What follows belongs to an exercise in optimizing a design on an open flow for small area, a short achievable clock period and few clock cycles per item; a production flow would make more cautious choices. At most, simulation tests tie the RTL to the original design; equivalence was not proved. No activity file was given, so power comes from the tool's default toggle rates.

Design muldiv, start of the top module:
module muldiv#(parameter DATA_WIDTH = 32)
(
    input                         clk_i,
    input                         rst_i,
    input                         stall_i,
    input  [DATA_WIDTH-1 : 0]     a_i,
    input  [DATA_WIDTH-1 : 0]     b_i,
    input                         req_i,
    input  [ 2 : 0]               operation_sel_i,
    output reg [DATA_WIDTH-1 : 0] muldiv_result_o,
    output reg                    ready_o
);
wire is_div   = operation_sel_i[2];
wire is_rem   = operation_sel_i[2] & operation_sel_i[1];
wire b_zero   = ~|b_i;
wire a_zero   = ~|a_i;
wire div_zero = is_div & b_zero;
wire a_signed = ~operation_sel_i[0] | (operation_sel_i == 3'b001);
wire b_signed = (operation_sel_i == 3'b000) | (operation_sel_i == 3'b001)
              | (operation_sel_i == 3'b100) | (operation_sel_i == 3'b110);
wire sa = a_i[31] & a_signed;
wire sb = b_i[31] & b_signed;
reg  [31:0] ua;
reg         low_nz;
integer i;
always @(*) begin
    low_nz = 1'b0;
    for (i = 0; i < 32; i = i + 1) begin
        ua[i]  = a_i[i] ^ (sa & low_nz);
        low_nz = low_nz | a_i[i];
    end
end
reg  [4:0] lead;
always @(*) begin
    lead = 5'd0;
    for (i = 0; i < 32; i = i + 1)
        if (ua[i]) lead = i;
    if (div_zero) lead = 5'd31;
end
reg  [31:0] R, Q, B;
reg  [4:0]  cnt;
reg         busy, ps, nb;
reg         f_div, f_inv;
reg         f_selq, f_neg, f_mh;
wire start = req_i & ~busy & ~ready_o;
wire        inv  = sb ^ is_div;
wire [33:0] opa  = {1'b0, R, f_div & nb};
wire [33:0] opb  = {f_div, f_div, B};
wire [33:0] sum  = opa + opb + {33'd0, f_inv};
wire        take  = f_div ? ~sum[33] : nb;
wire [31:0] R_nxt = take ? sum[31:0] : {R[30:0], nb};
wire        c_hi  = ~f_div & nb & sum[33];
wire [30:0] q_inc = Q[30:0] + 31'd1;
wire        q_in  = f_div ? ~sum[33] : (nb ? sum[32] : R[31]);
wire [31:0] Q_nxt = {c_hi ? q_inc : Q[30:0], q_in};
wire [32:0] ua_sh = {ua, 1'b0};
wire        last  = (cnt == 5'd0);
wire        nz    = ~a_zero | div_zero;
always @(posedge clk_i)
begin
    ps <= stall_i;
    if (rst_i) begin
        busy    <= 1'b0;
        ready_o <= 1'b0;
    end else begin
        busy    <= (start & nz) | (busy & ~last);
        ready_o <= (start & ~nz) | (busy & last) | (ready_o & ps);
    end
    if (start) begin
  ...
Size in the first run: ~110 flip-flops, ~100 I/O pins, ~0.010 mm^2 of cells after synthesis.
==> flow/config.mk <==
export PLATFORM = sky130hd
export DESIGN_NAME = muldiv
export DESIGN_NICKNAME = muldiv
export VERILOG_FILES = /design/flow/design.v
export SDC_FILE = /design/flow/constraint.sdc
export NUM_CORES = 4
export LEC_CHECK = 0
export CAP_MARGIN = 20
export CORE_MARGIN = 2
export CORE_UTILIZATION = 40
export PLACE_DENSITY = 0.6
export SETUP_SLACK_MARGIN = 1.5
export SLEW_MARGIN = 20
==> flow/constraint.sdc <==
create_clock -name core_clock -period 5.0 [get_ports {clk_i}]
set_input_delay 1.0000 -clock core_clock [delete_from_list [all_inputs] [get_ports {clk_i}]]
set_output_delay 1.0000 -clock core_clock [all_outputs]
set_load 0.01 [all_outputs]
run.sh (not shown) runs the stock make flow with config.mk's settings and CLKGATE_MAP_FILE= SYNTH_SCRIPT=/design/flow/synth_recipe.tcl, a recipe that flattens the netlist after the stock synthesis.
The baseline completed with no timing, DRC or antenna violations.
Change:
Settings changed: SETUP_SLACK_MARGIN 1.5 to unset.
After rerunning: Hold slack improved by 0.0060 ns. Non-clock buffer count is lower by 36. Worst setup slack got worse by 0.57 ns. Clock-buffer cell count stays the same. Global-route usage is lower by 0.43 points. Via count fell by a few percent. Maximum frequency shrinks by roughly a tenth.
No functional check of the RTL was part of any run of this note.

========
muldiv, a different RTL version from the one above (not shown whole).
For scale: roughly 1100 cells after synthesis, about 78 flip-flops, about 100 I/O pins, roughly 8200 um2 of cells after synthesis.
export LEC_CHECK = 0
export CAP_MARGIN = 20
export CORE_MARGIN = 2
export CORE_UTILIZATION = 40
export CTS_BUF_LIST = sky130_fd_sc_hd__clkbuf_8
export PLACE_DENSITY = 0.6
export SETUP_SLACK_MARGIN = 1.0
export SLEW_MARGIN = 20
create_clock -name core_clock -period 5.0 [get_ports {clk_i}]
standard.sh (not shown) runs the stock make flow with config.mk's settings and CLKGATE_MAP_FILE= SYNTH_SCRIPT=/design/flow/synth_recipe.tcl, a recipe that flattens the netlist after the stock synthesis.
==> flow/flow/run.sh <==
#!/bin/bash
# The standard layout, with the ports buffered by sky130_fd_sc_hd__buf_1
# instead of the flow's default pick (a slow delay buffer).
set -e
bash standard.sh synth > synth.log 2>&1
bash standard.sh "BUFFER_PORTS_ARGS=-buffer_cell sky130_fd_sc_hd__buf_1" finish > layout.log 2>&1
Testbench counts at the start, summed over its fixed seeds: cycles 35,912, ops 2,048.
Change:
==> flow/flow/run.sh (replaced) <==
#!/bin/bash
# The standard layout, with the ports buffered by sky130_fd_sc_hd__buf_2
# instead of the flow's default pick (a slow delay buffer).
set -e
bash standard.sh synth > synth.log 2>&1
bash standard.sh "BUFFER_PORTS_ARGS=-buffer_cell sky130_fd_sc_hd__buf_2" finish > layout.log 2>&1
ABC_AREA = 1   (was unset)
Clock power shrinks by about a fifth.
Die area grows by roughly a tenth.
Register-to-register slack improves by 230 ps.
Cell area grows by a little under a tenth.
Global-route usage shrinks by 0.65 points.
Worst hold slack degrades by 18 ps.
Final cell count grows by well over a third.
Critical path depth grows by 7.
Wire length grows by a few percent.
Non-clock buffer count shrinks by 19.
Core utilization shrinks by 2.0 points.
Change:
ABC_AREA = unset   (was 1)
CORE_UTILIZATION = 50   (was 40)
PLACE_DENSITY = 0.7   (was 0.6)
Effect:
- core utilization went up by 14 points
- wire length falls by 12%
- area after synthesis went down by 12%
Change:
ABC_AREA = 1   (was unset)
CORE_UTILIZATION = 40   (was 50)
PLACE_DENSITY = 0.6   (was 0.7)
SETUP_SLACK_MARGIN = 1.4   (was 1.0)
=> Utilization shrinks by 12 points. Total power went down by 12%. Final area climbs by 13%.

========
== maple ==
muldiv, a different RTL version from the one above (not shown whole).
For scale: about 1,200 cells after synthesis, roughly 100 I/O pins, ~0.0087 mm² of cells after synthesis.
Settings: LEC_CHECK=0, CAP_MARGIN=20, CORE_MARGIN=2, CORE_UTILIZATION=40, CTS_BUF_LIST=sky130_fd_sc_hd__clkbuf_8, PLACE_DENSITY=0.6, SETUP_SLACK_MARGIN=1.0, SLEW_MARGIN=20; clock period 5.0 ns.
==> flow/flow/run.sh <==
#!/bin/bash
# The standard layout, with the ports buffered by sky130_fd_sc_hd__buf_2
# instead of the flow's default pick (a slow delay buffer).
set -e
bash standard.sh synth > synth.log 2>&1
bash standard.sh "BUFFER_PORTS_ARGS=-buffer_cell sky130_fd_sc_hd__buf_2" finish > layout.log 2>&1
maple closes out successfully: all stages finished, all timing, DRC and antenna checks passed.
Testbench counts of maple, summed over its fixed seeds: cycles 35,912, ops 2,048.
Relative to maple, the following input files were edited for harbor:
# maple
export LEC_CHECK = 0
export CAP_MARGIN = 20
export CORE_MARGIN = 2
export CORE_UTILIZATION = 40
export CTS_BUF_LIST = sky130_fd_sc_hd__clkbuf_8
export PLACE_DENSITY = 0.6
export SETUP_SLACK_MARGIN = 1.0
export SLEW_MARGIN = 20
create_clock -name core_clock -period 5.0 [get_ports {clk_i}]
# harbor
export LEC_CHECK = 0
export ABC_AREA = 1
export CAP_MARGIN = 20
export CORE_MARGIN = 2
export CORE_UTILIZATION = 40
export PLACE_DENSITY = 0.6
export SETUP_SLACK_MARGIN = 0.5
export SLEW_MARGIN = 20
create_clock -name core_clock -period 5.0 [get_ports {clk_i}]
==> notes.md <==
- When the final numbers for maple and harbor were put side by side, the adder and majority gate portion of the synthesized area turned out to be smaller in harbor.
- Looking at cell count after placement, harbor sits above maple.
- harbor: sequential share of power 2.1 points below maple
- STATUS initial DRC count: harbor wins against maple
- Total power per unit cell area in harbor vs maple: down about 17%
- Note that the total chip power recorded for maple amounts to 1.11 times the value seen in harbor.
- Comparing maple and harbor, clock period minus worst slack is lower on maple.
- Timing, DRC, antenna: 0 failures across maple and harbor
- Per the comparison of harbor with maple, final net count up 520, remaining routing DRC violations flat.
### harbor -> yarrow
# harbor
export LEC_CHECK = 0
export ABC_AREA = 1
export CAP_MARGIN = 20
export CORE_MARGIN = 2
export CORE_UTILIZATION = 40
export PLACE_DENSITY = 0.6
export SETUP_SLACK_MARGIN = 0.5
export SLEW_MARGIN = 20
create_clock -name core_clock -period 5.0 [get_ports {clk_i}]
# yarrow
export LEC_CHECK = 0
export CAP_MARGIN = 20
export CORE_MARGIN = 2
export CORE_UTILIZATION = 60
export PLACE_DENSITY = 0.75
export SETUP_SLACK_MARGIN = 1.0
export SLEW_MARGIN = 20
create_clock -name core_clock -period 5.0 [get_ports {clk_i}]
### Flow results
Delta (yarrow minus harbor): net total in the final layout has decreased; power dissipated in sequential cells saw an increase; portion of the clock cycle consumed by the worst path in the final layout held steady; complex-gate fraction of the synthesized area increased 15 points; via total after detailed routing now smaller. harbor -> yarrow: internal cell power increased by more than 10%. Compared with harbor, in yarrow initial cell density of the core grew by 20 points; overall die area shrank by 40%; maximum frequency held steady.
Relative to yarrow, the following input files were edited for delta:
# yarrow
export LEC_CHECK = 0
export CAP_MARGIN = 20
export CORE_MARGIN = 2
export CORE_UTILIZATION = 60
export PLACE_DENSITY = 0.75
export SETUP_SLACK_MARGIN = 1.0
export SLEW_MARGIN = 20
create_clock -name core_clock -period 5.0 [get_ports {clk_i}]
# delta
export LEC_CHECK = 0
export CAP_MARGIN = 20
export CORE_MARGIN = 2
export CORE_UTILIZATION = 40
export PLACE_DENSITY = 0.6
export SETUP_SLACK_MARGIN = 1.0
export SLEW_MARGIN = 20
create_clock -name core_clock -period 5.0 [get_ports {clk_i}]
==> flow/run.sh (new file) <==
#!/bin/bash
# synth_recipe.tcl (not shown) runs the flow's synth.tcl, then flattens the netlist and writes it again
# the make line also repeats each setting of config.mk as NAME=value (left out here)
make -C /OpenROAD-flow-scripts/flow DESIGN_CONFIG=/design/flow/config.mk WORK_HOME=/design/flow/orfs CLKGATE_MAP_FILE= SYNTH_SCRIPT=/design/flow/synth_recipe.tcl finish
removed: flow/flow/run.sh
removed: flow/standard.sh
Results
- Taking yarrow as the reference, in delta amount of wire on met2 after detailed routing increased about 12%, flip-flop and latch share of the layout cell area lost 1.7 points, area occupied by multi-input gates rose about 4%.
- Measured slew at the worst slew-check pin in delta vs yarrow: down 0.25 ns
- Comparing yarrow against delta, there is no change at all in average cell area after synthesis.
- Final area on delta is up relative to yarrow.
- delta ended up with a lower final critical-path required period than yarrow did.
- Taking yarrow as the reference, in delta power went up by 14%, power dissipated in combinational cells went up by 20%, aggregate global-route resource usage went down by 7.7 points, footprint of the flip-flops and latches went up by about 0.8%.

==> afterwards: timing with drivers on the ports <==
No port has a modelled driver above. Below, the same layouts with a new extraction and two added sets of constraints.
Step 1: set_driving_cell puts a clkbuf_16 on clk_i and a buf_2 on each other input, an assumption about the parent block.
Step 2 times the ports against the registers' clock, not the clock port: input delays grow and output delays shrink by t, the midpoint of the rising clock arrivals with the driver on.
Three values: ideal, step 1, step 2; two values: the first two.
| run | t (ns) | setup slack, ns | clock arrival spread, ns | worst data-port slew with drivers (ns) |
|---|---|---|---|---|
| the first run of note 1 | 0.403 | 0.683 / 0.640 / 0.965 | 0.008 / 0.008 | 0.05 |
| the second run of note 1 | 0.405 | 0.110 / 0.066 / 0.263 | 0.010 / 0.009 | 0.05 |
| the first run of note 2 | 0.420 | 0.966 / 0.928 / 0.801 | 0.012 / 0.013 | 0.04 |
| the second run of note 2 | 0.405 | 1.315 / 1.277 / 1.135 | 0.015 / 0.014 | 0.03 |
| the third run of note 2 | 0.411 | 0.958 / 0.924 / 0.842 | 0.011 / 0.012 | 0.03 |
| the fourth run of note 2 | 0.412 | 1.425 / 1.386 / 1.307 | 0.015 / 0.015 | 0.03 |
| maple | 0.419 | 0.968 / 0.925 / 0.769 | 0.021 / 0.021 | 0.04 |
| harbor | 0.393 | 0.764 / 0.716 / 0.799 | 0.008 / 0.008 | 0.06 |
| yarrow | 0.388 | 0.762 / 0.719 / 0.787 | 0.012 / 0.012 | 0.04 |
| delta | 0.389 | 0.900 / 0.854 / 0.677 | 0.011 / 0.011 | 0.04 |
After both steps every run listed still meets setup and hold. The setup slack of delta, which loses most, moves by -0.046 ns with the drivers and by -0.223 ns with both steps.
